From an optimization exercise on the open Yosys and OpenROAD flow, aimed at small area; shortcuts taken in it are not production practice. The RTL of this run was laid out without a check of its function. Power figures rest on the tool's default switching activity, not on a simulated workload.

[flow/run.sh]
#!/bin/bash
# synth_recipe.tcl (not shown) runs the flow's synth.tcl, then flattens the netlist and writes it again
# the make line also repeats each setting of config.mk as NAME=value (left out here)
make -C /OpenROAD-flow-scripts/flow DESIGN_CONFIG=/design/flow/config.mk WORK_HOME=/design/flow/orfs CLKGATE_MAP_FILE= SYNTH_SCRIPT=/design/flow/synth_recipe.tcl finish
[flow/config.mk]
export PLATFORM = sky130hd
export DESIGN_NAME = KamppherGuard
export DESIGN_NICKNAME = KamppherGuard
export VERILOG_FILES = /design/flow/design.v
export SDC_FILE = /design/flow/constraint.sdc
export NUM_CORES = 4
export LEC_CHECK = 0
export CAP_MARGIN = 20
export CORE_MARGIN = 2
export CORE_UTILIZATION = 40
export SLEW_MARGIN = 20
[flow/constraint.sdc]
create_clock -name core_clock -period 10.0 [get_ports {clock}]
set_input_delay 2.0000 -clock core_clock [delete_from_list [all_inputs] [get_ports {clock}]]
set_output_delay 2.0000 -clock core_clock [all_outputs]
set_load 0.01 [all_outputs]
[flow/design.v]
module SpiSlaveReceiver(
  input         clock,
  input         reset,
  input  [7:0]  io_InputBuffer,
  input         io_BufferChanged,
  input  [31:0] io_DataBlockSize,
  output        io_CommandReadFinished,
  output        io_ArgumentReadFinished,
  output        io_ReadSuccess,
  output [5:0]  io_Command,
  output [31:0] io_CommandArgument,
  output [31:0] io_WritingAddress,
  output        io_WaitingWriteToken,
  output [2:0]  io____state
);
  reg  writestate_isMultiple;  
  reg [1:0] state;  
  reg [1:0] writestate;  
  reg  readSuccess;  
  reg  commandVec_0;  
  reg  commandVec_1;  
  reg  commandVec_2;  
  reg  commandVec_3;  
  reg  commandVec_4;  
  reg  commandVec_5;  
  reg  commandArgumentVec_0;  
  reg  commandArgumentVec_1;  
  reg  commandArgumentVec_2;  
  reg  commandArgumentVec_3;  
  reg  commandArgumentVec_4;  
  reg  commandArgumentVec_5;  
  reg  commandArgumentVec_6;  
  reg  commandArgumentVec_7;  
  reg  commandArgumentVec_8;  
  reg  commandArgumentVec_9;  
  reg  commandArgumentVec_10;  
  reg  commandArgumentVec_11;  
  reg  commandArgumentVec_12;  
  reg  commandArgumentVec_13;  
  reg  commandArgumentVec_14;  
  reg  commandArgumentVec_15;  
  reg  commandArgumentVec_16;  
  reg  commandArgumentVec_17;  
  reg  commandArgumentVec_18;  
  reg  commandArgumentVec_19;  
  reg  commandArgumentVec_20;  
  reg  commandArgumentVec_21;  
  reg  commandArgumentVec_22;  
  reg  commandArgumentVec_23;  
  reg  commandArgumentVec_24;  
  reg  commandArgumentVec_25;  
  reg  commandArgumentVec_26;  
  reg  commandArgumentVec_27;  
  reg  commandArgumentVec_28;  
  reg  commandArgumentVec_29;  
  reg  commandArgumentVec_30;  
  reg  commandArgumentVec_31;  
  wire [2:0] _T_2;  
  wire [2:0] _T_4;  
  wire [5:0] commandVecAsUInt;  
  wire [7:0] _T_12;  
  wire [15:0] _T_20;  
  wire [7:0] _T_27;  
  wire [15:0] _T_35;  
  wire [31:0] commandArgumentVecAsUInt;  
  reg [31:0] writingAddress;  
  reg [31:0] counter;  
  reg  _T_39;  
  wire  _T_40;  
  reg  _T_41;  
  wire  _T_42;  
  wire  _T_43;  
  wire  _T_44;  
  wire  _T_45;  
  wire  _T_46;  
  wire  _T_47;  
  wire  _T_49;  
  wire  _T_50;  
  wire  _T_51;  
  wire  _T_52;  
  wire  _T_53;  
  wire  _T_54;  
  wire  _T_55;  
  wire  _T_56;  
  wire  _T_57;  
  wire  _T_66;  
  wire  _T_75;  
  wire  _T_84;  
  wire [31:0] _T_94;  
  wire  _T_95;  
  wire  _T_106;  
  wire  _T_107;  
  wire  _T_108;  
  wire  _T_109;  
  wire  _T_110;  
  wire  _T_111;  
  wire  _T_112;  
  wire  _T_113;  
  wire  _T_114;  
  wire  _T_117;  
  wire  _T_118;  
  wire [31:0] _T_121;  
  assign _T_2 = {commandVec_2,commandVec_1,commandVec_0};  
  assign _T_4 = {commandVec_5,commandVec_4,commandVec_3};  
  assign commandVecAsUInt = {commandVec_5,commandVec_4,commandVec_3,commandVec_2,commandVec_1,commandVec_0};  
  assign _T_12 = {commandArgumentVec_7,commandArgumentVec_6,commandArgumentVec_5,commandArgumentVec_4,commandArgumentVec_3,commandArgumentVec_2,commandArgumentVec_1,commandArgumentVec_0};  
  assign _T_20 = {commandArgumentVec_15,commandArgumentVec_14,commandArgumentVec_13,commandArgumentVec_12,commandArgumentVec_11,commandArgumentVec_10,commandArgumentVec_9,commandArgumentVec_8,_T_12};  
  assign _T_27 = {commandArgumentVec_23,commandArgumentVec_22,commandArgumentVec_21,commandArgumentVec_20,commandArgumentVec_19,commandArgumentVec_18,commandArgumentVec_17,commandArgumentVec_16};  
  assign _T_35 = {commandArgumentVec_31,commandArgumentVec_30,commandArgumentVec_29,commandArgumentVec_28,commandArgumentVec_27,commandArgumentVec_26,commandArgumentVec_25,commandArgumentVec_24,_T_27};  
  assign commandArgumentVecAsUInt = {commandArgumentVec_31,commandArgumentVec_30,commandArgumentVec_29,commandArgumentVec_28,commandArgumentVec_27,commandArgumentVec_26,commandArgumentVec_25,commandArgumentVec_24,_T_27,_T_20};  
  assign _T_40 = io_BufferChanged & _T_39;  
  assign _T_42 = _T_41 == 1'h0;  
  assign _T_43 = _T_40 & _T_42;  
  assign _T_44 = 2'h0 == state;  
  assign _T_45 = io_InputBuffer[7];  
  assign _T_46 = _T_45 == 1'h0;  
  assign _T_47 = io_InputBuffer[6];  
  assign _T_49 = _T_46 & _T_47;  
  assign _T_50 = io_InputBuffer[0];  
  assign _T_51 = io_InputBuffer[1];  
  assign _T_52 = io_InputBuffer[2];  
  assign _T_53 = io_InputBuffer[3];  
  assign _T_54 = io_InputBuffer[4];  
  assign _T_55 = io_InputBuffer[5];  
  assign _T_56 = 2'h1 == state;  
  assign _T_57 = 32'h0 == counter;  
  assign _T_66 = 32'h1 == counter;  
  assign _T_75 = 32'h2 == counter;  
  assign _T_84 = 32'h3 == counter;  
  assign _T_94 = counter + 32'h1;  
  assign _T_95 = 2'h2 == state;  
  assign _T_106 = commandVecAsUInt == 6'h18;  
  assign _T_107 = commandVecAsUInt == 6'h19;  
  assign _T_108 = 2'h3 == state;  
  assign _T_109 = 2'h0 == writestate;  
  assign _T_110 = io_InputBuffer == 8'hfd;  
  assign _T_111 = io_InputBuffer == 8'hfc;  
  assign _T_112 = io_InputBuffer == 8'hfe;  
  assign _T_113 = 2'h1 == writestate;  
  assign _T_114 = counter == io_DataBlockSize;  
  assign _T_117 = 2'h2 == writestate;  
  assign _T_118 = counter == 32'h2;  
  assign _T_121 = writingAddress + io_DataBlockSize;  
  assign io_CommandReadFinished = state > 2'h0;  
  assign io_ArgumentReadFinished = state > 2'h1;  
  assign io_ReadSuccess = readSuccess;  
  assign io_Command = {_T_4,_T_2};  
  assign io_CommandArgument = {_T_35,_T_20};  
  assign io_WritingAddress = writingAddress;  
  assign io_WaitingWriteToken = writestate == 2'h0;  
  assign io____state = {{1'd0}, state};  
  always @(posedge clock) begin
    if (_T_43) begin
      if (!(_T_44)) begin
        if (!(_T_56)) begin
          if (_T_95) begin
            if (_T_50) begin
              if (_T_106) begin
                writestate_isMultiple <= 1'h0;
              end else begin
                writestate_isMultiple <= _T_107;
              end
            end
          end
        end
      end
    end
    if (reset) begin
      state <= 2'h0;
    end else begin
      if (_T_43) begin
        if (_T_44) begin
          if (_T_49) begin
            state <= 2'h1;
          end
        end else begin
          if (_T_56) begin
            if (!(_T_57)) begin
              if (!(_T_66)) begin
                if (!(_T_75)) begin
                  if (_T_84) begin
                    state <= 2'h2;
                  end
                end
              end
            end
          end else begin
            if (_T_95) begin
              if (_T_50) begin
                if (_T_106) begin
                  state <= 2'h3;
                end else begin
                  if (_T_107) begin
                    state <= 2'h3;
                  end else begin
                    state <= 2'h0;
                  end
                end
              end else begin
                state <= 2'h0;
              end
            end else begin
              if (_T_108) begin
                if (_T_109) begin
                  if (_T_110) begin
                    state <= 2'h0;
                  end
                end else begin
                  if (!(_T_113)) begin
                    if (_T_117) begin
                      if (_T_118) begin
                        if (writestate_isMultiple) begin
                          state <= 2'h3;
                        end else begin
                          state <= 2'h0;
                        end
                      end
                    end
                  end
                end
              end
            end
          end
        end
      end
    end
    if (reset) begin
      writestate <= 2'h0;
    end else begin
      if (_T_43) begin
        if (!(_T_44)) begin
          if (!(_T_56)) begin
            if (_T_95) begin
              if (_T_50) begin
                writestate <= 2'h0;
              end
            end else begin
              if (_T_108) begin
                if (_T_109) begin
                  if (!(_T_110)) begin
                    if (writestate_isMultiple) begin
                      if (_T_111) begin
                        writestate <= 2'h1;
                      end
                    end else begin
                      if (_T_112) begin
                        writestate <= 2'h1;
                      end
                    end
                  end
                end else begin
                  if (_T_113) begin
                    if (_T_114) begin
                      writestate <= 2'h2;
                    end
                  end else begin
                    if (_T_117) begin
                      if (_T_118) begin
                        writestate <= 2'h0;
                      end
                    end
                  end
                end
              end
            end
          end
        end
      end
    end
    if (reset) begin
      readSuccess <= 1'h0;
    end else begin
      if (_T_43) begin
        if (_T_44) begin
          readSuccess <= 1'h0;
        end else begin
          if (!(_T_56)) begin
            if (_T_95) begin
              readSuccess <= _T_50;
            end
          end
        end
      end
    end
    if (_T_43) begin
      if (_T_44) begin
        if (_T_49) begin
          commandVec_0 <= _T_50;
        end
      end
    end
    if (_T_43) begin
      if (_T_44) begin
        if (_T_49) begin
          commandVec_1 <= _T_51;
        end
      end
    end
    if (_T_43) begin
      if (_T_44) begin
        if (_T_49) begin
          commandVec_2 <= _T_52;
        end
      end
    end
    if (_T_43) begin
      if (_T_44) begin
        if (_T_49) begin
          commandVec_3 <= _T_53;
        end
      end
    end
    if (_T_43) begin
      if (_T_44) begin
        if (_T_49) begin
          commandVec_4 <= _T_54;
        end
      end
    end
    if (_T_43) begin
      if (_T_44) begin
        if (_T_49) begin
          commandVec_5 <= _T_55;
        end
      end
    end
    if (_T_43) begin
      if (!(_T_44)) begin
        if (_T_56) begin
          if (!(_T_57)) begin
            if (!(_T_66)) begin
              if (!(_T_75)) begin
                if (_T_84) begin
                  commandArgumentVec_0 <= _T_50;
                end
              end
            end
          end
        end
      end
    end
    if (_T_43) begin
      if (!(_T_44)) begin
        if (_T_56) begin
          if (!(_T_57)) begin
            if (!(_T_66)) begin
              if (!(_T_75)) begin
                if (_T_84) begin
                  commandArgumentVec_1 <= _T_51;
                end
              end
            end
          end
        end
      end
    end
    if (_T_43) begin
      if (!(_T_44)) begin
        if (_T_56) begin
          if (!(_T_57)) begin
            if (!(_T_66)) begin
              if (!(_T_75)) begin
                if (_T_84) begin
                  commandArgumentVec_2 <= _T_52;
                end
              end
            end
          end
        end
      end
    end
    if (_T_43) begin
      if (!(_T_44)) begin
        if (_T_56) begin
          if (!(_T_57)) begin
            if (!(_T_66)) begin
              if (!(_T_75)) begin
                if (_T_84) begin
                  commandArgumentVec_3 <= _T_53;
                end
              end
            end
          end
        end
      end
    end
    if (_T_43) begin
      if (!(_T_44)) begin
        if (_T_56) begin
          if (!(_T_57)) begin
            if (!(_T_66)) begin
              if (!(_T_75)) begin
                if (_T_84) begin
                  commandArgumentVec_4 <= _T_54;
                end
              end
            end
          end
        end
      end
    end
    if (_T_43) begin
      if (!(_T_44)) begin
        if (_T_56) begin
          if (!(_T_57)) begin
            if (!(_T_66)) begin
              if (!(_T_75)) begin
                if (_T_84) begin
                  commandArgumentVec_5 <= _T_55;
                end
              end
            end
          end
        end
      end
    end
    if (_T_43) begin
      if (!(_T_44)) begin
        if (_T_56) begin
          if (!(_T_57)) begin
            if (!(_T_66)) begin
              if (!(_T_75)) begin
                if (_T_84) begin
                  commandArgumentVec_6 <= _T_47;
                end
              end
            end
          end
        end
      end
    end
    if (_T_43) begin
      if (!(_T_44)) begin
        if (_T_56) begin
          if (!(_T_57)) begin
            if (!(_T_66)) begin
              if (!(_T_75)) begin
                if (_T_84) begin
                  commandArgumentVec_7 <= _T_45;
                end
              end
            end
          end
        end
      end
    end
    if (_T_43) begin
      if (!(_T_44)) begin
        if (_T_56) begin
          if (!(_T_57)) begin
            if (!(_T_66)) begin
              if (_T_75) begin
                commandArgumentVec_8 <= _T_50;
              end
            end
          end
        end
      end
    end
    if (_T_43) begin
      if (!(_T_44)) begin
        if (_T_56) begin
          if (!(_T_57)) begin
            if (!(_T_66)) begin
              if (_T_75) begin
                commandArgumentVec_9 <= _T_51;
              end
            end
          end
        end
      end
    end
    if (_T_43) begin
      if (!(_T_44)) begin
        if (_T_56) begin
          if (!(_T_57)) begin
            if (!(_T_66)) begin
              if (_T_75) begin
                commandArgumentVec_10 <= _T_52;
              end
            end
          end
        end
      end
    end
    if (_T_43) begin
      if (!(_T_44)) begin
        if (_T_56) begin
          if (!(_T_57)) begin
            if (!(_T_66)) begin
              if (_T_75) begin
                commandArgumentVec_11 <= _T_53;
              end
            end
          end
        end
      end
    end
    if (_T_43) begin
      if (!(_T_44)) begin
        if (_T_56) begin
          if (!(_T_57)) begin
            if (!(_T_66)) begin
              if (_T_75) begin
                commandArgumentVec_12 <= _T_54;
              end
            end
          end
        end
      end
    end
    if (_T_43) begin
      if (!(_T_44)) begin
        if (_T_56) begin
          if (!(_T_57)) begin
            if (!(_T_66)) begin
              if (_T_75) begin
                commandArgumentVec_13 <= _T_55;
              end
            end
          end
        end
      end
    end
    if (_T_43) begin
      if (!(_T_44)) begin
        if (_T_56) begin
          if (!(_T_57)) begin
            if (!(_T_66)) begin
              if (_T_75) begin
                commandArgumentVec_14 <= _T_47;
              end
            end
          end
        end
      end
    end
    if (_T_43) begin
      if (!(_T_44)) begin
        if (_T_56) begin
          if (!(_T_57)) begin
            if (!(_T_66)) begin
              if (_T_75) begin
                commandArgumentVec_15 <= _T_45;
              end
            end
          end
        end
      end
    end
    if (_T_43) begin
      if (!(_T_44)) begin
        if (_T_56) begin
          if (!(_T_57)) begin
            if (_T_66) begin
              commandArgumentVec_16 <= _T_50;
            end
          end
        end
      end
    end
    if (_T_43) begin
      if (!(_T_44)) begin
        if (_T_56) begin
          if (!(_T_57)) begin
            if (_T_66) begin
              commandArgumentVec_17 <= _T_51;
            end
          end
        end
      end
    end
    if (_T_43) begin
      if (!(_T_44)) begin
        if (_T_56) begin
          if (!(_T_57)) begin
            if (_T_66) begin
              commandArgumentVec_18 <= _T_52;
            end
          end
        end
      end
    end
    if (_T_43) begin
      if (!(_T_44)) begin
        if (_T_56) begin
          if (!(_T_57)) begin
            if (_T_66) begin
              commandArgumentVec_19 <= _T_53;
            end
          end
        end
      end
    end
    if (_T_43) begin
      if (!(_T_44)) begin
        if (_T_56) begin
          if (!(_T_57)) begin
            if (_T_66) begin
              commandArgumentVec_20 <= _T_54;
            end
          end
        end
      end
    end
    if (_T_43) begin
      if (!(_T_44)) begin
        if (_T_56) begin
          if (!(_T_57)) begin
            if (_T_66) begin
              commandArgumentVec_21 <= _T_55;
            end
          end
        end
      end
    end
    if (_T_43) begin
      if (!(_T_44)) begin
        if (_T_56) begin
          if (!(_T_57)) begin
            if (_T_66) begin
              commandArgumentVec_22 <= _T_47;
            end
          end
        end
      end
    end
    if (_T_43) begin
      if (!(_T_44)) begin
        if (_T_56) begin
          if (!(_T_57)) begin
            if (_T_66) begin
              commandArgumentVec_23 <= _T_45;
            end
          end
        end
      end
    end
    if (_T_43) begin
      if (!(_T_44)) begin
        if (_T_56) begin
          if (_T_57) begin
            commandArgumentVec_24 <= _T_50;
          end
        end
      end
    end
    if (_T_43) begin
      if (!(_T_44)) begin
        if (_T_56) begin
          if (_T_57) begin
            commandArgumentVec_25 <= _T_51;
          end
        end
      end
    end
    if (_T_43) begin
      if (!(_T_44)) begin
        if (_T_56) begin
          if (_T_57) begin
            commandArgumentVec_26 <= _T_52;
          end
        end
      end
    end
    if (_T_43) begin
      if (!(_T_44)) begin
        if (_T_56) begin
          if (_T_57) begin
            commandArgumentVec_27 <= _T_53;
          end
        end
      end
    end
    if (_T_43) begin
      if (!(_T_44)) begin
        if (_T_56) begin
          if (_T_57) begin
            commandArgumentVec_28 <= _T_54;
          end
        end
      end
    end
    if (_T_43) begin
      if (!(_T_44)) begin
        if (_T_56) begin
          if (_T_57) begin
            commandArgumentVec_29 <= _T_55;
          end
        end
      end
    end
    if (_T_43) begin
      if (!(_T_44)) begin
        if (_T_56) begin
          if (_T_57) begin
            commandArgumentVec_30 <= _T_47;
          end
        end
      end
    end
    if (_T_43) begin
      if (!(_T_44)) begin
        if (_T_56) begin
          if (_T_57) begin
            commandArgumentVec_31 <= _T_45;
          end
        end
      end
    end
    if (_T_43) begin
      if (!(_T_44)) begin
        if (!(_T_56)) begin
          if (_T_95) begin
            if (_T_50) begin
              if (_T_106) begin
                writingAddress <= commandArgumentVecAsUInt;
              end else begin
                if (_T_107) begin
                  writingAddress <= commandArgumentVecAsUInt;
                end
              end
            end
          end else begin
            if (_T_108) begin
              if (!(_T_109)) begin
                if (!(_T_113)) begin
                  if (_T_117) begin
                    if (_T_118) begin
                      writingAddress <= _T_121;
                    end
                  end
                end
              end
            end
          end
        end
      end
    end
    if (_T_43) begin
      if (_T_44) begin
        if (_T_49) begin
          counter <= 32'h0;
        end
      end else begin
        if (_T_56) begin
          counter <= _T_94;
        end else begin
          if (!(_T_95)) begin
            if (_T_108) begin
              if (_T_109) begin
                counter <= 32'h1;
              end else begin
                if (_T_113) begin
                  if (_T_114) begin
                    counter <= 32'h1;
                  end else begin
                    counter <= _T_94;
                  end
                end else begin
                  if (_T_117) begin
                    if (_T_118) begin
                      counter <= 32'h0;
                    end else begin
                      counter <= _T_94;
                    end
                  end
                end
              end
            end
          end
        end
      end
    end
    _T_39 <= io_BufferChanged;
    _T_41 <= _T_39;
  end
endmodule
module SpiController(
  input         clock,
  input         reset,
  input  [5:0]  io_SlaveCommand,
  input  [31:0] io_SlaveCommandArgument,
  input         io_SlaveCommandReadFinished,
  input         io_SlaveArgumentReadFinished,
  input         io_SlaveReadSuccess,
  output [31:0] io_DataBlockSize
);
  reg [31:0] dataBlockSize;  
  reg  _T;  
  wire  _T_1;  
  reg  _T_2;  
  wire  _T_3;  
  wire  _T_4;  
  wire  _T_5;  
  assign _T_1 = io_SlaveArgumentReadFinished & _T;  
  assign _T_3 = _T_2 == 1'h0;  
  assign _T_4 = _T_1 & _T_3;  
  assign _T_5 = 6'h10 == io_SlaveCommand;  
  assign io_DataBlockSize = dataBlockSize;  
  always @(posedge clock) begin
    if (reset) begin
      dataBlockSize <= 32'h200;
    end else begin
      if (_T_4) begin
        if (_T_5) begin
          dataBlockSize <= io_SlaveCommandArgument;
        end
      end
    end
    _T <= io_SlaveArgumentReadFinished;
    _T_2 <= _T;
  end
endmodule
module SpiMasterReceiver(
  input         clock,
  input         reset,
  input  [7:0]  io_InputBuffer,
  input         io_BufferChanged,
  input  [31:0] io_DataBlockSize,
  input         io_CommandReadFinished,
  input  [5:0]  io_Command,
  output [31:0] io_DataBlocksCount,
  output        io_IsDataReading,
  output [2:0]  io____state,
  output        io_IsBusy
);
  reg [2:0] state;  
  reg [31:0] counter;  
  reg  initialized;  
  reg  dataReading;  
  reg  _T_1;  
  wire  _T_2;  
  reg  _T_3;  
  wire  _T_4;  
  wire  _T_5;  
  wire  _T_6;  
  wire  _T_7;  
  wire  _T_8;  
  wire  _T_9;  
  wire  _T_10;  
  wire  _T_11;  
  wire  _T_12;  
  wire  _T_13;  
  wire  _T_14;  
  wire  _T_15;  
  wire  _T_16;  
  wire  _T_17;  
  wire  _T_18;  
  wire  _T_19;  
  wire  _T_20;  
  wire  _T_21;  
  wire  _T_22;  
  wire  _T_23;  
  wire  _T_24;  
  reg [5:0] _T_25;  
  wire  _T_26;  
  wire  _T_27;  
  wire [31:0] _T_29;  
  wire  _T_30;  
  wire  _T_31;  
  wire [7:0] _T_32;  
  wire  _T_33;  
  wire  _T_34;  
  reg [5:0] _T_35;  
  wire  _T_36;  
  wire  _T_41;  
  wire [31:0] _T_42;  
  wire  _T_43;  
  wire  _T_45;  
  reg [5:0] _T_46;  
  wire  _T_47;  
  wire  _T_57;  
  reg [5:0] _T_58;  
  wire  _T_59;  
  wire  _T_60;  
  assign _T_2 = io_BufferChanged & _T_1;  
  assign _T_4 = _T_3 == 1'h0;  
  assign _T_5 = _T_2 & _T_4;  
  assign _T_6 = initialized | io_CommandReadFinished;  
  assign _T_7 = 3'h0 == state;  
  assign _T_8 = io_InputBuffer == 8'hff;  
  assign _T_9 = 3'h1 == state;  
  assign _T_10 = io_InputBuffer[7];  
  assign _T_11 = _T_10 == 1'h0;  
  assign _T_12 = initialized & _T_11;  
  assign _T_13 = io_Command == 6'hc;  
  assign _T_14 = io_Command == 6'h8;  
  assign _T_15 = io_Command == 6'h3a;  
  assign _T_16 = _T_14 | _T_15;  
  assign _T_17 = io_Command == 6'h11;  
  assign _T_18 = io_Command == 6'h12;  
  assign _T_19 = _T_17 | _T_18;  
  assign _T_20 = io_Command == 6'h9;  
  assign _T_21 = _T_19 | _T_20;  
  assign _T_22 = io_Command == 6'ha;  
  assign _T_23 = _T_21 | _T_22;  
  assign _T_24 = 3'h2 == state;  
  assign _T_26 = io_Command != _T_25;  
  assign _T_27 = counter == 32'h3;  
  assign _T_29 = counter + 32'h1;  
  assign _T_30 = 3'h3 == state;  
  assign _T_31 = io_InputBuffer == 8'hfe;  
  assign _T_32 = io_InputBuffer & 8'he0;  
  assign _T_33 = _T_32 == 8'h0;  
  assign _T_34 = 3'h4 == state;  
  assign _T_36 = io_Command != _T_35;  
  assign _T_41 = _T_20 | _T_22;  
  assign _T_42 = _T_41 ? 32'h10 : io_DataBlockSize;  
  assign _T_43 = _T_29 == _T_42;  
  assign _T_45 = 3'h5 == state;  
  assign _T_47 = io_Command != _T_46;  
  assign _T_57 = 3'h6 == state;  
  assign _T_59 = io_Command != _T_58;  
  assign _T_60 = counter == 32'h0;  
  assign io_DataBlocksCount = counter;  
  assign io_IsDataReading = dataReading;  
  assign io____state = state;  
  assign io_IsBusy = state == 3'h0;  
  always @(posedge clock) begin
    if (reset) begin
      state <= 3'h1;
    end else begin
      if (_T_5) begin
        if (_T_7) begin
          if (_T_8) begin
            state <= 3'h1;
          end
        end else begin
          if (_T_9) begin
            if (_T_12) begin
              if (_T_13) begin
                state <= 3'h0;
              end else begin
                if (_T_16) begin
                  state <= 3'h2;
                end else begin
                  if (_T_23) begin
                    state <= 3'h3;
                  end else begin
                    state <= 3'h1;
                  end
                end
              end
            end
          end else begin
            if (_T_24) begin
              if (_T_26) begin
                state <= 3'h1;
              end else begin
                if (_T_27) begin
                  state <= 3'h1;
                end else begin
                  state <= 3'h2;
                end
              end
            end else begin
              if (_T_30) begin
                if (_T_31) begin
                  state <= 3'h4;
                end else begin
                  if (_T_33) begin
                    state <= 3'h1;
                  end
                end
              end else begin
                if (_T_34) begin
                  if (_T_36) begin
                    state <= 3'h1;
                  end else begin
                    if (_T_43) begin
                      state <= 3'h6;
                    end else begin
                      state <= 3'h5;
                    end
                  end
                end else begin
                  if (_T_45) begin
                    if (_T_47) begin
                      state <= 3'h1;
                    end else begin
                      if (_T_43) begin
                        state <= 3'h6;
                      end
                    end
                  end else begin
                    if (_T_57) begin
                      if (_T_59) begin
                        state <= 3'h1;
                      end else begin
                        if (_T_60) begin
                          state <= 3'h6;
                        end else begin
                          state <= 3'h1;
                        end
                      end
                    end
                  end
                end
              end
            end
          end
        end
      end
    end
    if (reset) begin
      counter <= 32'h0;
    end else begin
      if (_T_5) begin
        if (!(_T_7)) begin
          if (_T_9) begin
            counter <= 32'h0;
          end else begin
            if (_T_24) begin
              if (!(_T_26)) begin
                if (!(_T_27)) begin
                  counter <= _T_29;
                end
              end
            end else begin
              if (!(_T_30)) begin
                if (!(_T_34)) begin
                  if (_T_45) begin
                    if (!(_T_47)) begin
                      if (_T_43) begin
                        counter <= 32'h0;
                      end else begin
                        counter <= _T_29;
                      end
                    end
                  end else begin
                    if (_T_57) begin
                      if (!(_T_59)) begin
                        if (_T_60) begin
                          counter <= 32'h1;
                        end
                      end
                    end
                  end
                end
              end
            end
          end
        end
      end
    end
    if (reset) begin
      initialized <= 1'h0;
    end else begin
      if (_T_5) begin
        initialized <= _T_6;
      end
    end
    if (reset) begin
      dataReading <= 1'h0;
    end else begin
      if (_T_5) begin
        if (!(_T_7)) begin
          if (!(_T_9)) begin
            if (!(_T_24)) begin
              if (!(_T_30)) begin
                if (_T_34) begin
                  if (_T_36) begin
                    dataReading <= 1'h0;
                  end else begin
                    dataReading <= 1'h1;
                  end
                end else begin
                  if (_T_45) begin
                    if (_T_47) begin
                      dataReading <= 1'h0;
                    end
                  end else begin
                    if (_T_57) begin
                      dataReading <= 1'h0;
                    end
                  end
                end
              end
            end
          end
        end
      end
    end
    _T_1 <= io_BufferChanged;
    _T_3 <= _T_1;
    _T_25 <= io_Command;
    _T_35 <= io_Command;
    _T_46 <= io_Command;
    _T_58 <= io_Command;
  end
endmodule
module MBRProcessor(
  input         clock,
  input         reset,
  input         io_IsReading,
  input  [7:0]  io_Buffer,
  input  [31:0] io_MasterCommandArgument,
  input  [31:0] io_DataBlocksCount,
  output [31:0] io_Partition1Start,
  output [31:0] io_Partition2Start,
  output [31:0] io_Partition3Start,
  output [31:0] io_Partition4Start
);
  reg [31:0] prevDataBlocksCount;  
  reg [1:0] late;  
  reg [7:0] PartitionStart_0_0;  
  reg [7:0] PartitionStart_0_1;  
  reg [7:0] PartitionStart_0_2;  
  reg [7:0] PartitionStart_0_3;  
  reg [7:0] PartitionStart_1_0;  
  reg [7:0] PartitionStart_1_1;  
  reg [7:0] PartitionStart_1_2;  
  reg [7:0] PartitionStart_1_3;  
  reg [7:0] PartitionStart_2_0;  
  reg [7:0] PartitionStart_2_1;  
  reg [7:0] PartitionStart_2_2;  
  reg [7:0] PartitionStart_2_3;  
  reg [7:0] PartitionStart_3_0;  
  reg [7:0] PartitionStart_3_1;  
  reg [7:0] PartitionStart_3_2;  
  reg [7:0] PartitionStart_3_3;  
  wire [15:0] _T_5;  
  wire [15:0] _T_6;  
  wire [15:0] _T_8;  
  wire [15:0] _T_9;  
  wire [15:0] _T_11;  
  wire [15:0] _T_12;  
  wire [15:0] _T_14;  
  wire [15:0] _T_15;  
  reg [7:0] buf_;  
  reg [31:0] mca;  
  reg [31:0] dbc;  
  wire [31:0] currentLogicalBlock;  
  reg  _T_19;  
  wire  _T_20;  
  reg  _T_21;  
  wire  _T_22;  
  wire  _T_23;  
  wire  _T_24;  
  wire  _T_25;  
  wire  _T_26;  
  wire [1:0] _T_28;  
  wire  _T_29;  
  wire  _T_30;  
  wire  _T_31;  
  wire  _T_32;  
  wire  _T_33;  
  wire  _T_34;  
  wire  _T_35;  
  wire  _T_36;  
  wire  _T_37;  
  wire  _T_38;  
  wire  _T_39;  
  wire  _T_40;  
  wire  _T_41;  
  wire  _T_42;  
  wire  _T_43;  
  wire  _T_44;  
  wire  _T_45;  
  assign _T_5 = {PartitionStart_0_1,PartitionStart_0_0};  
  assign _T_6 = {PartitionStart_0_3,PartitionStart_0_2};  
  assign _T_8 = {PartitionStart_1_1,PartitionStart_1_0};  
  assign _T_9 = {PartitionStart_1_3,PartitionStart_1_2};  
  assign _T_11 = {PartitionStart_2_1,PartitionStart_2_0};  
  assign _T_12 = {PartitionStart_2_3,PartitionStart_2_2};  
  assign _T_14 = {PartitionStart_3_1,PartitionStart_3_0};  
  assign _T_15 = {PartitionStart_3_3,PartitionStart_3_2};  
  assign currentLogicalBlock = mca + dbc;  
  assign _T_20 = io_IsReading & _T_19;  
  assign _T_22 = _T_21 == 1'h0;  
  assign _T_23 = _T_20 & _T_22;  
  assign _T_24 = prevDataBlocksCount != io_DataBlocksCount;  
  assign _T_25 = _T_23 | _T_24;  
  assign _T_26 = late > 2'h1;  
  assign _T_28 = late - 2'h1;  
  assign _T_29 = late == 2'h1;  
  assign _T_30 = 32'h1c6 == currentLogicalBlock;  
  assign _T_31 = 32'h1c7 == currentLogicalBlock;  
  assign _T_32 = 32'h1c8 == currentLogicalBlock;  
  assign _T_33 = 32'h1c9 == currentLogicalBlock;  
  assign _T_34 = 32'h1d6 == currentLogicalBlock;  
  assign _T_35 = 32'h1d7 == currentLogicalBlock;  
  assign _T_36 = 32'h1d8 == currentLogicalBlock;  
  assign _T_37 = 32'h1d9 == currentLogicalBlock;  
  assign _T_38 = 32'h1e6 == currentLogicalBlock;  
  assign _T_39 = 32'h1e7 == currentLogicalBlock;  
  assign _T_40 = 32'h1e8 == currentLogicalBlock;  
  assign _T_41 = 32'h1e9 == currentLogicalBlock;  
  assign _T_42 = 32'h1f6 == currentLogicalBlock;  
  assign _T_43 = 32'h1f7 == currentLogicalBlock;  
  assign _T_44 = 32'h1f8 == currentLogicalBlock;  
  assign _T_45 = 32'h1f9 == currentLogicalBlock;  
  assign io_Partition1Start = {_T_6,_T_5};  
  assign io_Partition2Start = {_T_9,_T_8};  
  assign io_Partition3Start = {_T_12,_T_11};  
  assign io_Partition4Start = {_T_15,_T_14};  
  always @(posedge clock) begin
    prevDataBlocksCount <= io_DataBlocksCount;
    if (reset) begin
      late <= 2'h0;
    end else begin
      if (io_IsReading) begin
        if (_T_25) begin
          late <= 2'h3;
        end else begin
          if (_T_26) begin
            late <= _T_28;
          end else begin
            if (_T_29) begin
              late <= 2'h0;
            end
          end
        end
      end
    end
    if (reset) begin
      PartitionStart_0_0 <= 8'h0;
    end else begin
      if (io_IsReading) begin
        if (!(_T_25)) begin
          if (!(_T_26)) begin
            if (_T_29) begin
              if (_T_30) begin
                PartitionStart_0_0 <= buf_;
              end
            end
          end
        end
      end
    end
    if (reset) begin
      PartitionStart_0_1 <= 8'h0;
    end else begin
      if (io_IsReading) begin
        if (!(_T_25)) begin
          if (!(_T_26)) begin
            if (_T_29) begin
              if (!(_T_30)) begin
                if (_T_31) begin
                  PartitionStart_0_1 <= buf_;
                end
              end
            end
          end
        end
      end
    end
    if (reset) begin
      PartitionStart_0_2 <= 8'h0;
    end else begin
      if (io_IsReading) begin
        if (!(_T_25)) begin
          if (!(_T_26)) begin
            if (_T_29) begin
              if (!(_T_30)) begin
                if (!(_T_31)) begin
                  if (_T_32) begin
                    PartitionStart_0_2 <= buf_;
                  end
                end
              end
            end
          end
        end
      end
    end
    if (reset) begin
      PartitionStart_0_3 <= 8'h0;
    end else begin
      if (io_IsReading) begin
        if (!(_T_25)) begin
          if (!(_T_26)) begin
            if (_T_29) begin
              if (!(_T_30)) begin
                if (!(_T_31)) begin
                  if (!(_T_32)) begin
                    if (_T_33) begin
                      PartitionStart_0_3 <= buf_;
                    end
                  end
                end
              end
            end
          end
        end
      end
    end
    if (reset) begin
      PartitionStart_1_0 <= 8'h0;
    end else begin
      if (io_IsReading) begin
        if (!(_T_25)) begin
          if (!(_T_26)) begin
            if (_T_29) begin
              if (!(_T_30)) begin
                if (!(_T_31)) begin
                  if (!(_T_32)) begin
                    if (!(_T_33)) begin
                      if (_T_34) begin
                        PartitionStart_1_0 <= buf_;
                      end
                    end
                  end
                end
              end
            end
          end
        end
      end
    end
    if (reset) begin
      PartitionStart_1_1 <= 8'h0;
    end else begin
      if (io_IsReading) begin
        if (!(_T_25)) begin
          if (!(_T_26)) begin
            if (_T_29) begin
              if (!(_T_30)) begin
                if (!(_T_31)) begin
                  if (!(_T_32)) begin
                    if (!(_T_33)) begin
                      if (!(_T_34)) begin
                        if (_T_35) begin
                          PartitionStart_1_1 <= buf_;
                        end
                      end
                    end
                  end
                end
              end
            end
          end
        end
      end
    end
    if (reset) begin
      PartitionStart_1_2 <= 8'h0;
    end else begin
      if (io_IsReading) begin
        if (!(_T_25)) begin
          if (!(_T_26)) begin
            if (_T_29) begin
              if (!(_T_30)) begin
                if (!(_T_31)) begin
                  if (!(_T_32)) begin
                    if (!(_T_33)) begin
                      if (!(_T_34)) begin
                        if (!(_T_35)) begin
                          if (_T_36) begin
                            PartitionStart_1_2 <= buf_;
                          end
                        end
                      end
                    end
                  end
                end
              end
            end
          end
        end
      end
    end
    if (reset) begin
      PartitionStart_1_3 <= 8'h0;
    end else begin
      if (io_IsReading) begin
        if (!(_T_25)) begin
          if (!(_T_26)) begin
            if (_T_29) begin
              if (!(_T_30)) begin
                if (!(_T_31)) begin
                  if (!(_T_32)) begin
                    if (!(_T_33)) begin
                      if (!(_T_34)) begin
                        if (!(_T_35)) begin
                          if (!(_T_36)) begin
                            if (_T_37) begin
                              PartitionStart_1_3 <= buf_;
                            end
                          end
                        end
                      end
                    end
                  end
                end
              end
            end
          end
        end
      end
    end
    if (reset) begin
      PartitionStart_2_0 <= 8'h0;
    end else begin
      if (io_IsReading) begin
        if (!(_T_25)) begin
          if (!(_T_26)) begin
            if (_T_29) begin
              if (!(_T_30)) begin
                if (!(_T_31)) begin
                  if (!(_T_32)) begin
                    if (!(_T_33)) begin
                      if (!(_T_34)) begin
                        if (!(_T_35)) begin
                          if (!(_T_36)) begin
                            if (!(_T_37)) begin
                              if (_T_38) begin
                                PartitionStart_2_0 <= buf_;
                              end
                            end
                          end
                        end
                      end
                    end
                  end
                end
              end
            end
          end
        end
      end
    end
    if (reset) begin
      PartitionStart_2_1 <= 8'h0;
    end else begin
      if (io_IsReading) begin
        if (!(_T_25)) begin
          if (!(_T_26)) begin
            if (_T_29) begin
              if (!(_T_30)) begin
                if (!(_T_31)) begin
                  if (!(_T_32)) begin
                    if (!(_T_33)) begin
                      if (!(_T_34)) begin
                        if (!(_T_35)) begin
                          if (!(_T_36)) begin
                            if (!(_T_37)) begin
                              if (!(_T_38)) begin
                                if (_T_39) begin
                                  PartitionStart_2_1 <= buf_;
                                end
                              end
                            end
                          end
                        end
                      end
                    end
                  end
                end
              end
            end
          end
        end
      end
    end
    if (reset) begin
      PartitionStart_2_2 <= 8'h0;
    end else begin
      if (io_IsReading) begin
        if (!(_T_25)) begin
          if (!(_T_26)) begin
            if (_T_29) begin
              if (!(_T_30)) begin
                if (!(_T_31)) begin
                  if (!(_T_32)) begin
                    if (!(_T_33)) begin
                      if (!(_T_34)) begin
                        if (!(_T_35)) begin
                          if (!(_T_36)) begin
                            if (!(_T_37)) begin
                              if (!(_T_38)) begin
                                if (!(_T_39)) begin
                                  if (_T_40) begin
                                    PartitionStart_2_2 <= buf_;
                                  end
                                end
                              end
                            end
                          end
                        end
                      end
                    end
                  end
                end
              end
            end
          end
        end
      end
    end
    if (reset) begin
      PartitionStart_2_3 <= 8'h0;
    end else begin
      if (io_IsReading) begin
        if (!(_T_25)) begin
          if (!(_T_26)) begin
            if (_T_29) begin
              if (!(_T_30)) begin
                if (!(_T_31)) begin
                  if (!(_T_32)) begin
                    if (!(_T_33)) begin
                      if (!(_T_34)) begin
                        if (!(_T_35)) begin
                          if (!(_T_36)) begin
                            if (!(_T_37)) begin
                              if (!(_T_38)) begin
                                if (!(_T_39)) begin
                                  if (!(_T_40)) begin
                                    if (_T_41) begin
                                      PartitionStart_2_3 <= buf_;
                                    end
                                  end
                                end
                              end
                            end
                          end
                        end
                      end
                    end
                  end
                end
              end
            end
          end
        end
      end
    end
    if (reset) begin
      PartitionStart_3_0 <= 8'h0;
    end else begin
      if (io_IsReading) begin
        if (!(_T_25)) begin
          if (!(_T_26)) begin
            if (_T_29) begin
              if (!(_T_30)) begin
                if (!(_T_31)) begin
                  if (!(_T_32)) begin
                    if (!(_T_33)) begin
                      if (!(_T_34)) begin
                        if (!(_T_35)) begin
                          if (!(_T_36)) begin
                            if (!(_T_37)) begin
                              if (!(_T_38)) begin
                                if (!(_T_39)) begin
                                  if (!(_T_40)) begin
                                    if (!(_T_41)) begin
                                      if (_T_42) begin
                                        PartitionStart_3_0 <= buf_;
                                      end
                                    end
                                  end
                                end
                              end
                            end
                          end
                        end
                      end
                    end
                  end
                end
              end
            end
          end
        end
      end
    end
    if (reset) begin
      PartitionStart_3_1 <= 8'h0;
    end else begin
      if (io_IsReading) begin
        if (!(_T_25)) begin
          if (!(_T_26)) begin
            if (_T_29) begin
              if (!(_T_30)) begin
                if (!(_T_31)) begin
                  if (!(_T_32)) begin
                    if (!(_T_33)) begin
                      if (!(_T_34)) begin
                        if (!(_T_35)) begin
                          if (!(_T_36)) begin
                            if (!(_T_37)) begin
                              if (!(_T_38)) begin
                                if (!(_T_39)) begin
                                  if (!(_T_40)) begin
                                    if (!(_T_41)) begin
                                      if (!(_T_42)) begin
                                        if (_T_43) begin
                                          PartitionStart_3_1 <= buf_;
                                        end
                                      end
                                    end
                                  end
                                end
                              end
                            end
                          end
                        end
                      end
                    end
                  end
                end
              end
            end
          end
        end
      end
    end
    if (reset) begin
      PartitionStart_3_2 <= 8'h0;
    end else begin
      if (io_IsReading) begin
        if (!(_T_25)) begin
          if (!(_T_26)) begin
            if (_T_29) begin
              if (!(_T_30)) begin
                if (!(_T_31)) begin
                  if (!(_T_32)) begin
                    if (!(_T_33)) begin
                      if (!(_T_34)) begin
                        if (!(_T_35)) begin
                          if (!(_T_36)) begin
                            if (!(_T_37)) begin
                              if (!(_T_38)) begin
                                if (!(_T_39)) begin
                                  if (!(_T_40)) begin
                                    if (!(_T_41)) begin
                                      if (!(_T_42)) begin
                                        if (!(_T_43)) begin
                                          if (_T_44) begin
                                            PartitionStart_3_2 <= buf_;
                                          end
                                        end
                                      end
                                    end
                                  end
                                end
                              end
                            end
                          end
                        end
                      end
                    end
                  end
                end
              end
            end
          end
        end
      end
    end
    if (reset) begin
      PartitionStart_3_3 <= 8'h0;
    end else begin
      if (io_IsReading) begin
        if (!(_T_25)) begin
          if (!(_T_26)) begin
            if (_T_29) begin
              if (!(_T_30)) begin
                if (!(_T_31)) begin
                  if (!(_T_32)) begin
                    if (!(_T_33)) begin
                      if (!(_T_34)) begin
                        if (!(_T_35)) begin
                          if (!(_T_36)) begin
                            if (!(_T_37)) begin
                              if (!(_T_38)) begin
                                if (!(_T_39)) begin
                                  if (!(_T_40)) begin
                                    if (!(_T_41)) begin
                                      if (!(_T_42)) begin
                                        if (!(_T_43)) begin
                                          if (!(_T_44)) begin
                                            if (_T_45) begin
                                              PartitionStart_3_3 <= buf_;
                                            end
                                          end
                                        end
                                      end
                                    end
                                  end
                                end
                              end
                            end
                          end
                        end
                      end
                    end
                  end
                end
              end
            end
          end
        end
      end
    end
    if (reset) begin
      buf_ <= 8'h0;
    end else begin
      if (io_IsReading) begin
        if (_T_25) begin
          buf_ <= io_Buffer;
        end
      end
    end
    if (reset) begin
      mca <= 32'h0;
    end else begin
      if (io_IsReading) begin
        if (_T_25) begin
          mca <= io_MasterCommandArgument;
        end
      end
    end
    if (reset) begin
      dbc <= 32'h0;
    end else begin
      if (io_IsReading) begin
        if (_T_25) begin
          dbc <= io_DataBlocksCount;
        end
      end
    end
    _T_19 <= io_IsReading;
    _T_21 <= _T_19;
  end
endmodule
module AddressConverter(
  input         clock,
  input         reset,
  input  [31:0] io_InputPartition1Start,
  input  [31:0] io_InputPartition2Start,
  input  [31:0] io_InputPartition3Start,
  input  [31:0] io_InputPartition4Start,
  output [31:0] io_OutputPartition1Start,
  output [31:0] io_OutputPartition2Start,
  output [31:0] io_OutputPartition3Start,
  output [31:0] io_OutputPartition4Start
);
  wire [40:0] _T;  
  wire [31:0] p1conved;  
  wire [40:0] _T_2;  
  wire [31:0] p2conved;  
  wire [40:0] _T_4;  
  wire [31:0] p3conved;  
  wire [40:0] _T_6;  
  wire [31:0] p4conved;  
  wire  _T_8;  
  wire  _T_9;  
  wire  _T_11;  
  wire  _T_12;  
  wire  _T_14;  
  wire  _T_15;  
  wire  _T_17;  
  wire  _T_18;  
  assign _T = {io_InputPartition1Start, 9'h0};  
  assign p1conved = _T[31:0];  
  assign _T_2 = {io_InputPartition2Start, 9'h0};  
  assign p2conved = _T_2[31:0];  
  assign _T_4 = {io_InputPartition3Start, 9'h0};  
  assign p3conved = _T_4[31:0];  
  assign _T_6 = {io_InputPartition4Start, 9'h0};  
  assign p4conved = _T_6[31:0];  
  assign _T_8 = p1conved != 32'h0;  
  assign _T_9 = _T_8 == 1'h0;  
  assign _T_11 = p2conved != 32'h0;  
  assign _T_12 = _T_11 == 1'h0;  
  assign _T_14 = p3conved != 32'h0;  
  assign _T_15 = _T_14 == 1'h0;  
  assign _T_17 = p4conved != 32'h0;  
  assign _T_18 = _T_17 == 1'h0;  
  assign io_OutputPartition1Start = _T_9 ? 32'hffffffff : p1conved;  
  assign io_OutputPartition2Start = _T_12 ? 32'hffffffff : p2conved;  
  assign io_OutputPartition3Start = _T_15 ? 32'hffffffff : p3conved;  
  assign io_OutputPartition4Start = _T_18 ? 32'hffffffff : p4conved;  
endmodule
module WritingAddressVerifier(
  input         clock,
  input         reset,
  input  [5:0]  io_MasterCommand,
  input  [31:0] io_MasterWritingAddress,
  input         io_MasterCommandReadSuccess,
  input         io_PartitionWriteEnables_0,
  input         io_PartitionWriteEnables_1,
  input         io_PartitionWriteEnables_2,
  input         io_PartitionWriteEnables_3,
  input         io_PartitionWriteEnables_4,
  input  [31:0] io_Partition1Start,
  input  [31:0] io_Partition2Start,
  input  [31:0] io_Partition3Start,
  input  [31:0] io_Partition4Start,
  output        io_IsOk,
  output        io___dbgInfo_0,
  output        io___dbgInfo_1,
  output        io___dbgInfo_2,
  output        io___dbgInfo_3,
  output        io___dbgInfo_4
);
  wire  isInMBR;  
  wire  _T_1;  
  wire  _T_2;  
  wire  isInPartition1;  
  wire  _T_4;  
  wire  _T_5;  
  wire  isInPartition2;  
  wire  _T_7;  
  wire  _T_8;  
  wire  isInPartition3;  
  wire  isInPartition4;  
  wire  _T_11;  
  wire  _T_12;  
  wire  _T_13;  
  wire  _T_14;  
  wire  _T_15;  
  wire  _T_16;  
  wire  _T_17;  
  wire  _T_18;  
  wire  _T_19;  
  wire  _T_20;  
  wire  _T_21;  
  wire  _T_22;  
  wire  _T_23;  
  wire  _T_25;  
  wire  _T_26;  
  wire  _T_27;  
  wire  _T_28;  
  assign isInMBR = io_MasterWritingAddress < io_Partition1Start;  
  assign _T_1 = io_MasterWritingAddress >= io_Partition1Start;  
  assign _T_2 = io_MasterWritingAddress < io_Partition2Start;  
  assign isInPartition1 = _T_1 & _T_2;  
  assign _T_4 = io_MasterWritingAddress >= io_Partition2Start;  
  assign _T_5 = io_MasterWritingAddress < io_Partition3Start;  
  assign isInPartition2 = _T_4 & _T_5;  
  assign _T_7 = io_MasterWritingAddress >= io_Partition3Start;  
  assign _T_8 = io_MasterWritingAddress < io_Partition4Start;  
  assign isInPartition3 = _T_7 & _T_8;  
  assign isInPartition4 = io_MasterWritingAddress >= io_Partition4Start;  
  assign _T_11 = ~ isInMBR;  
  assign _T_12 = _T_11 | io_PartitionWriteEnables_0;  
  assign _T_13 = ~ isInPartition1;  
  assign _T_14 = _T_13 | io_PartitionWriteEnables_1;  
  assign _T_15 = _T_12 & _T_14;  
  assign _T_16 = ~ isInPartition2;  
  assign _T_17 = _T_16 | io_PartitionWriteEnables_2;  
  assign _T_18 = _T_15 & _T_17;  
  assign _T_19 = ~ isInPartition3;  
  assign _T_20 = _T_19 | io_PartitionWriteEnables_3;  
  assign _T_21 = _T_18 & _T_20;  
  assign _T_22 = ~ isInPartition4;  
  assign _T_23 = _T_22 | io_PartitionWriteEnables_4;  
  assign _T_25 = io_MasterCommand == 6'h18;  
  assign _T_26 = io_MasterCommand == 6'h19;  
  assign _T_27 = _T_25 | _T_26;  
  assign _T_28 = _T_27 & io_MasterCommandReadSuccess;  
  assign io_IsOk = _T_21 & _T_23;  
  assign io___dbgInfo_0 = _T_28 & isInMBR;  
  assign io___dbgInfo_1 = _T_28 & isInPartition1;  
  assign io___dbgInfo_2 = _T_28 & isInPartition2;  
  assign io___dbgInfo_3 = _T_28 & isInPartition3;  
  assign io___dbgInfo_4 = _T_28 & isInPartition4;  
endmodule
module KamppherGuard(
  input         clock,
  input         reset,
  input  [7:0]  io_MOSIBuffer,
  input  [7:0]  io_MISOBuffer,
  input         io_BufferChanged,
  input  [4:0]  io_PartitionWriteEnables,
  output        io_IsOk,
  output [4:0]  io_WriteRegion,
  output [5:0]  io_Command,
  output        io_CommandReadFinished,
  output        io_ArgumentReadFinished,
  output        io_ReadSuccess,
  output        io_WaitingWriteToken,
  output        io_IsDataReading,
  output        io_IsBusy,
  output [31:0] io_DataBlockSize,
  output [31:0] io_Partition1Start,
  output [31:0] io_Partition2Start,
  output [31:0] io_Partition3Start,
  output [31:0] io_Partition4Start
);
  wire        slave_CommandReadFinished;
  wire        slave_ArgumentReadFinished;
  wire        slave_ReadSuccess;
  wire [5:0]  slave_Command;
  wire [31:0] slave_CommandArgument;
  wire [31:0] slave_WritingAddress;
  wire        slave_WaitingWriteToken;
  wire [2:0]  slave_state;
  wire [31:0] ctrl_DataBlockSize;
  wire [31:0] master_DataBlocksCount;
  wire        master_IsDataReading;
  wire [2:0]  master_state;
  wire        master_IsBusy;
  wire [31:0] mbr_p1, mbr_p2, mbr_p3, mbr_p4;
  wire [31:0] conv_p1, conv_p2, conv_p3, conv_p4;
  wire        verif_IsOk;
  wire        verif_dbg0, verif_dbg1, verif_dbg2, verif_dbg3, verif_dbg4;
  SpiSlaveReceiver slave (
    .clock(clock),
    .reset(reset),
    .io_InputBuffer(io_MOSIBuffer),
    .io_BufferChanged(io_BufferChanged),
    .io_DataBlockSize(ctrl_DataBlockSize),
    .io_CommandReadFinished(slave_CommandReadFinished),
    .io_ArgumentReadFinished(slave_ArgumentReadFinished),
    .io_ReadSuccess(slave_ReadSuccess),
    .io_Command(slave_Command),
    .io_CommandArgument(slave_CommandArgument),
    .io_WritingAddress(slave_WritingAddress),
    .io_WaitingWriteToken(slave_WaitingWriteToken),
    .io____state(slave_state)
  );
  SpiController ctrl (
    .clock(clock),
    .reset(reset),
    .io_SlaveCommand(slave_Command),
    .io_SlaveCommandArgument(slave_CommandArgument),
    .io_SlaveCommandReadFinished(slave_CommandReadFinished),
    .io_SlaveArgumentReadFinished(slave_ArgumentReadFinished),
    .io_SlaveReadSuccess(slave_ReadSuccess),
    .io_DataBlockSize(ctrl_DataBlockSize)
  );
  SpiMasterReceiver master (
    .clock(clock),
    .reset(reset),
    .io_InputBuffer(io_MISOBuffer),
    .io_BufferChanged(io_BufferChanged),
    .io_DataBlockSize(ctrl_DataBlockSize),
    .io_CommandReadFinished(slave_CommandReadFinished),
    .io_Command(slave_Command),
    .io_DataBlocksCount(master_DataBlocksCount),
    .io_IsDataReading(master_IsDataReading),
    .io____state(master_state),
    .io_IsBusy(master_IsBusy)
  );
  MBRProcessor mbr (
    .clock(clock),
    .reset(reset),
    .io_IsReading(master_IsDataReading),
    .io_Buffer(io_MISOBuffer),
    .io_MasterCommandArgument(slave_CommandArgument),
    .io_DataBlocksCount(master_DataBlocksCount),
    .io_Partition1Start(mbr_p1),
    .io_Partition2Start(mbr_p2),
    .io_Partition3Start(mbr_p3),
    .io_Partition4Start(mbr_p4)
  );
  AddressConverter conv (
    .clock(clock),
    .reset(reset),
    .io_InputPartition1Start(mbr_p1),
    .io_InputPartition2Start(mbr_p2),
    .io_InputPartition3Start(mbr_p3),
    .io_InputPartition4Start(mbr_p4),
    .io_OutputPartition1Start(conv_p1),
    .io_OutputPartition2Start(conv_p2),
    .io_OutputPartition3Start(conv_p3),
    .io_OutputPartition4Start(conv_p4)
  );
  WritingAddressVerifier verif (
    .clock(clock),
    .reset(reset),
    .io_MasterCommand(slave_Command),
    .io_MasterWritingAddress(slave_WritingAddress),
    .io_MasterCommandReadSuccess(slave_ReadSuccess),
    .io_PartitionWriteEnables_0(io_PartitionWriteEnables[0]),
    .io_PartitionWriteEnables_1(io_PartitionWriteEnables[1]),
    .io_PartitionWriteEnables_2(io_PartitionWriteEnables[2]),
    .io_PartitionWriteEnables_3(io_PartitionWriteEnables[3]),
    .io_PartitionWriteEnables_4(io_PartitionWriteEnables[4]),
    .io_Partition1Start(conv_p1),
    .io_Partition2Start(conv_p2),
    .io_Partition3Start(conv_p3),
    .io_Partition4Start(conv_p4),
    .io_IsOk(verif_IsOk),
    .io___dbgInfo_0(verif_dbg0),
    .io___dbgInfo_1(verif_dbg1),
    .io___dbgInfo_2(verif_dbg2),
    .io___dbgInfo_3(verif_dbg3),
    .io___dbgInfo_4(verif_dbg4)
  );
  assign io_IsOk                 = verif_IsOk;
  assign io_WriteRegion          = {verif_dbg4, verif_dbg3, verif_dbg2, verif_dbg1, verif_dbg0};
  assign io_Command              = slave_Command;
  assign io_CommandReadFinished  = slave_CommandReadFinished;
  assign io_ArgumentReadFinished = slave_ArgumentReadFinished;
  assign io_ReadSuccess          = slave_ReadSuccess;
  assign io_WaitingWriteToken    = slave_WaitingWriteToken;
  assign io_IsDataReading        = master_IsDataReading;
  assign io_IsBusy               = master_IsBusy;
  assign io_DataBlockSize        = ctrl_DataBlockSize;
  assign io_Partition1Start      = mbr_p1;
  assign io_Partition2Start      = mbr_p2;
  assign io_Partition3Start      = mbr_p3;
  assign io_Partition4Start      = mbr_p4;
endmodule
==> run notes <==
state kept, by name, indices dropped and copies added, names as in the netlist, 32 cells and up:
name and count:
ctrl.dataBlockSize 32, master.counter 32, mbr.dbc 32, mbr.mca 32, mbr.prevDataBlocksCount 32, slave.counter 32, slave.writingAddress 32
routing by layer:
metal | part of all wire, % | up-vias | global-route usage, % | wire [um]
li1 | - | 10700 | - | -
met1 | 45 | 11100 | 37.1 | 41100
met2 | 44 | 921 | 41.4 | 39300
met3 | 7.4 | 168 | 4.32 | 6700
met4 | 3.6 | 0 | 9.14 | 3220
met5 | 0 | - | 0 | 0
final timing paths:
| check | from | endpoint |
|---|---|---|
| hold / removal | ctrl._T$_DFF_P_ | ctrl._T_2$_DFF_P_ |
| setup / recovery | mbr.PartitionStart_0_2[3]$_SDFFE_PP0P_ | io_WriteRegion[1] |
| setup reg to reg | master.counter[0]$_SDFFE_PP0P_ | master.counter[26]$_SDFFE_PP0P_ |
| hold reg to reg | ctrl._T$_DFF_P_ | ctrl._T_2$_DFF_P_ |
power by group:
part,switching [mW],total [mW],leakage (nW),internal [mW]
clock,0.769,1.87,0.838,1.10
combinational,0.0400,0.0571,8.61,0.0171
sequential,0.00287,1.75,3.53,1.75
synthesized netlist by cell type, types with 58 or more instances:
| cell type | count | area share [%] |
|---|---|---|
| sky130_fd_sc_hd__a21o_1 | 72 | 2.1 |
| sky130_fd_sc_hd__a21oi_1 | 131 | 2.5 |
| sky130_fd_sc_hd__clkbuf_1 | 129 | 1.9 |
| sky130_fd_sc_hd__dfxtp_1 | 320 | 25 |
| sky130_fd_sc_hd__edfxtp_1 | 103 | 12 |
| sky130_fd_sc_hd__ha_1 | 204 | 9.9 |
| sky130_fd_sc_hd__inv_1 | 67 | 0.98 |
| sky130_fd_sc_hd__mux2i_1 | 195 | 7.6 |
| sky130_fd_sc_hd__nand2_1 | 340 | 5.0 |
| sky130_fd_sc_hd__nand3_1 | 70 | 1.4 |
| sky130_fd_sc_hd__nand4_1 | 74 | 1.8 |
| sky130_fd_sc_hd__nor2_1 | 334 | 4.9 |
| sky130_fd_sc_hd__nor3_1 | 58 | 1.1 |
| sky130_fd_sc_hd__nor4_1 | 58 | 1.4 |
| sky130_fd_sc_hd__o21ai_0 | 89 | 1.7 |
| sky130_fd_sc_hd__xnor2_1 | 126 | 4.3 |
| sky130_fd_sc_hd__xor2_1 | 64 | 2.2 |
cell families after synthesis:
family,after synthesis,share of synthesized area [%]
and+or+nand+nor,1107,20.6
xor gates and xnor gates,191,6.55
DFF,423,36.9
muxes,196,7.62
buffers and inverters,235,3.83
AOI/OAI and AO/OA,553,14.4
adders and majority gates,206,10.1
per-stage QoR:
stage,power (mW),instance area [sq um],hold slack [ns],cells
after floorplan,1.82,25800,0.323,2911
after global placement,1.84,28300,0.329,3820
after detailed placement,1.84,28300,0.336,3820
after CTS,3.70,30000,0.350,3909
after global routing,3.77,30000,0.360,3909
final,3.68,30000,0.353,3910
layout by cell type (no fill, tap or decap), types with 14 or more instances in the layout:
| cell | Yosys | routed |
|---|---|---|
| sky130_fd_sc_hd__or3_1 | 18 | 18 |
| sky130_fd_sc_hd__clkdlybuf4s50_1 | 0 | 200 |
| sky130_fd_sc_hd__nand2_1 | 340 | 339 |
| sky130_fd_sc_hd__o31ai_1 | 27 | 27 |
| sky130_fd_sc_hd__xnor2_1 | 126 | 126 |
| sky130_fd_sc_hd__nand4_1 | 74 | 74 |
| sky130_fd_sc_hd__nor4_1 | 58 | 58 |
| sky130_fd_sc_hd__o21a_1 | 19 | 19 |
| sky130_fd_sc_hd__nor2_1 | 334 | 334 |
| sky130_fd_sc_hd__buf_4 | 17 | 22 |
| sky130_fd_sc_hd__o21ai_1 | 23 | 23 |
| sky130_fd_sc_hd__xor2_1 | 64 | 64 |
| sky130_fd_sc_hd__and3_1 | 30 | 30 |
| sky130_fd_sc_hd__edfxtp_1 | 103 | 103 |
| sky130_fd_sc_hd__ha_1 | 204 | 203 |
| sky130_fd_sc_hd__o21ai_0 | 89 | 89 |
| sky130_fd_sc_hd__a31oi_1 | 14 | 14 |
| sky130_fd_sc_hd__nor2b_1 | 25 | 24 |
| sky130_fd_sc_hd__a22o_1 | 18 | 18 |
| sky130_fd_sc_hd__nor3_1 | 58 | 58 |
| sky130_fd_sc_hd__o211ai_1 | 17 | 17 |
| sky130_fd_sc_hd__clkbuf_16 | 0 | 52 |
| sky130_fd_sc_hd__inv_1 | 67 | 66 |
| sky130_fd_sc_hd__nand2b_1 | 16 | 16 |
| sky130_fd_sc_hd__nand3_1 | 70 | 70 |
| sky130_fd_sc_hd__a21oi_1 | 131 | 131 |
| sky130_fd_sc_hd__a21o_1 | 72 | 72 |
| sky130_fd_sc_hd__dfxtp_1 | 320 | 320 |
| sky130_fd_sc_hd__mux2i_1 | 195 | 195 |
layout make-up:
class / instances / area, sq um
clock inverter: 20 / 196
inverter: 67 / 254
multi-input combinational: 2253 / 15300
clock buffer: 69 / 1500
timing repair buffer: 222 / 2170
fill: 6129 / 34000
sequential: 423 / 9500
antenna: 1 / 2.50
tap: 855 / 1070
==> results.cfg <==
[floorplan]
floorplan.core_area_sq_mm = 0.0640
floorplan.rows = 93
die_w_um = 258
die_h_um = 258
floorplan.initialDensity_pct = 40.2
die-area_sq_mm = 0.0664
io_pins = 202

[sta]
maxClockFrequency_mhz = 135
finalSetupViolations = 0
fin_crit_ns = 7.42
worst_pin_slew_ns = 1.23
finalCritPeriodShare_pct = 74.2
setup_repair_after_global_routing_missed_its_margin = no
fin_tns_setup_ns = 0
report.final.hold_viol_count = 0
timing.final.max_slew_violations = 0
final.setup.worst_slack_ns = 2.58
fin_worst_skew_ns = 0.0295
worst_slew_margin_rel_pct = 17.2

[critical_path]
worst_path_dominant_cell_family = simple AND/OR/NAND/NOR gates
cp_num_buf_inv = 2
critical_path.cell_chain = nor4_1 -> nand4_1 -> nor2_1 -> buf_4 -> nor2_1 -> ha_1 -> nand4_1 -> nor2_1 -> nand3_1 -> or3_1 -> or2_2 -> or3_1 -> a21oi_1 -> and3_1 -> clkdlybuf4s50_1
worst_ep_required_time_ns = 8.00
critPathLaunchType = flip-flop
timing.critical_path.slowest_stage_cell = sky130_fd_sc_hd__nor2_1
worst-path-max-fanout = 14
r2r_setup_slack_ns = 4.65
worst-path-stages = 15
timing.reg2reg.worst_path_depth = 11
worst_path_most_repeated_cell = sky130_fd_sc_hd__nor2_1
timing_worst_setup_path_type = flip-flop to output pin
critical-path-max-stage-delay_ns = 0.59
crit_end_category = output pin
crit_arrival_ns = 5.42

[global_route]
largest_net_degree_at_the_start_of_global_routing = 91
grt_overflow_total = 0
global_route.usage.total_pct = 26.5
grt_antenna_before_repair = 1
grt_pass1_wl_um = 136000
first_global_vias = 21800

[yosys]
synth-edff-count = 103
synth.net_count = 3141
yosysUniqueCellTypes = 96
synth_warnings = 4
mean_cell_area_of_the_mapped_netlist_sq_um = 8.85
netlist_area_sq_mm = 0.0258
netlist_instances = 2911
synth.ff_latch_count = 423
ys_seq_area_share_pct = 36.9
ys.flop_type = sky130_fd_sc_hd__dfxtp_1
proportion_of_synthesized_flip_flops_having_asynchronous_set_or_reset_pct = 0

[clock_tree]
clock_insertion_delay_worst_skew_ns = 0.60
cts_tree = built
max-clock-path-buffers = 3
cts-htree-levels = 2
cts_buffers = 49
number_of_gates_resized_after_cts = 0
ctsHoldBuffers = 0
postCtsSetupBuffers = 0
cts_num_sinks = 423
clk_root_buffer_cell = sky130_fd_sc_hd__clkbuf_16
cts.clk_slew.worst_paths_ns = 0.06

[place]
hpwl_dp_um = 66800
place_congestion = 0.938
dp_slack_ns = 3.22
placement.io_buffers = 201

[worst_hold_path]
type_of_the_most_critical_hold_path = flip-flop to flip-flop
worst_hold_path.num_cells = 0

[routing]
detailroute.via_count = 22900
detail_route.iter0.violations = 2039
residual_drc_count = 0
wire_length_per_cell_um = 23.1
drt.antenna.violating_nets = 0
total_wire_length_um = 90300
viasPerCell = 5.86
dr.pass1.iters = 5

[power_and_ir_drop]
max-vdd-ir-drop_v = 0.000134
power.density_cell_area_mw_per_mm2 = 123
power_leakage_nw = 13.0

[status]
outcome = complete, no violations

[final_layout]
finish.net_count = 3246
syn_to_final_growth_pct = 16.4
post_route_cells_drive_above_1_share_pct = 4.78
final_core_util_pct = 46.8

[run]
cap_violations = 0

## port drivers added, routing unchanged
The results above use ideal ports. As a check the final layout listed here was re-extracted and re-timed, cells and wires unchanged. Step 1 (the two cells are an assumption about what drives the block):
set clk [get_ports {clock}]
set_driving_cell -lib_cell sky130_fd_sc_hd__clkbuf_16 $clk
set_driving_cell -lib_cell sky130_fd_sc_hd__buf_2 [delete_from_list [all_inputs] $clk]
Step 2 times the ports against the registers' clock, not the clock port: input delays grow and output delays shrink by t, the midpoint of the rising clock arrivals with the driver on. Slacks: ideal ports / drivers / drivers and shift; pairs: ideal ports / drivers.
t (ns): 0.650
slack for setup (ns): 2.577 / 2.516 / 3.166
slew at the worst register clock pin (ns): 0.07 / 0.07
After both steps this run still meets setup and hold. For this run, drivers alone change the setup slack by -0.061 ns; drivers and shift together by +0.589 ns.
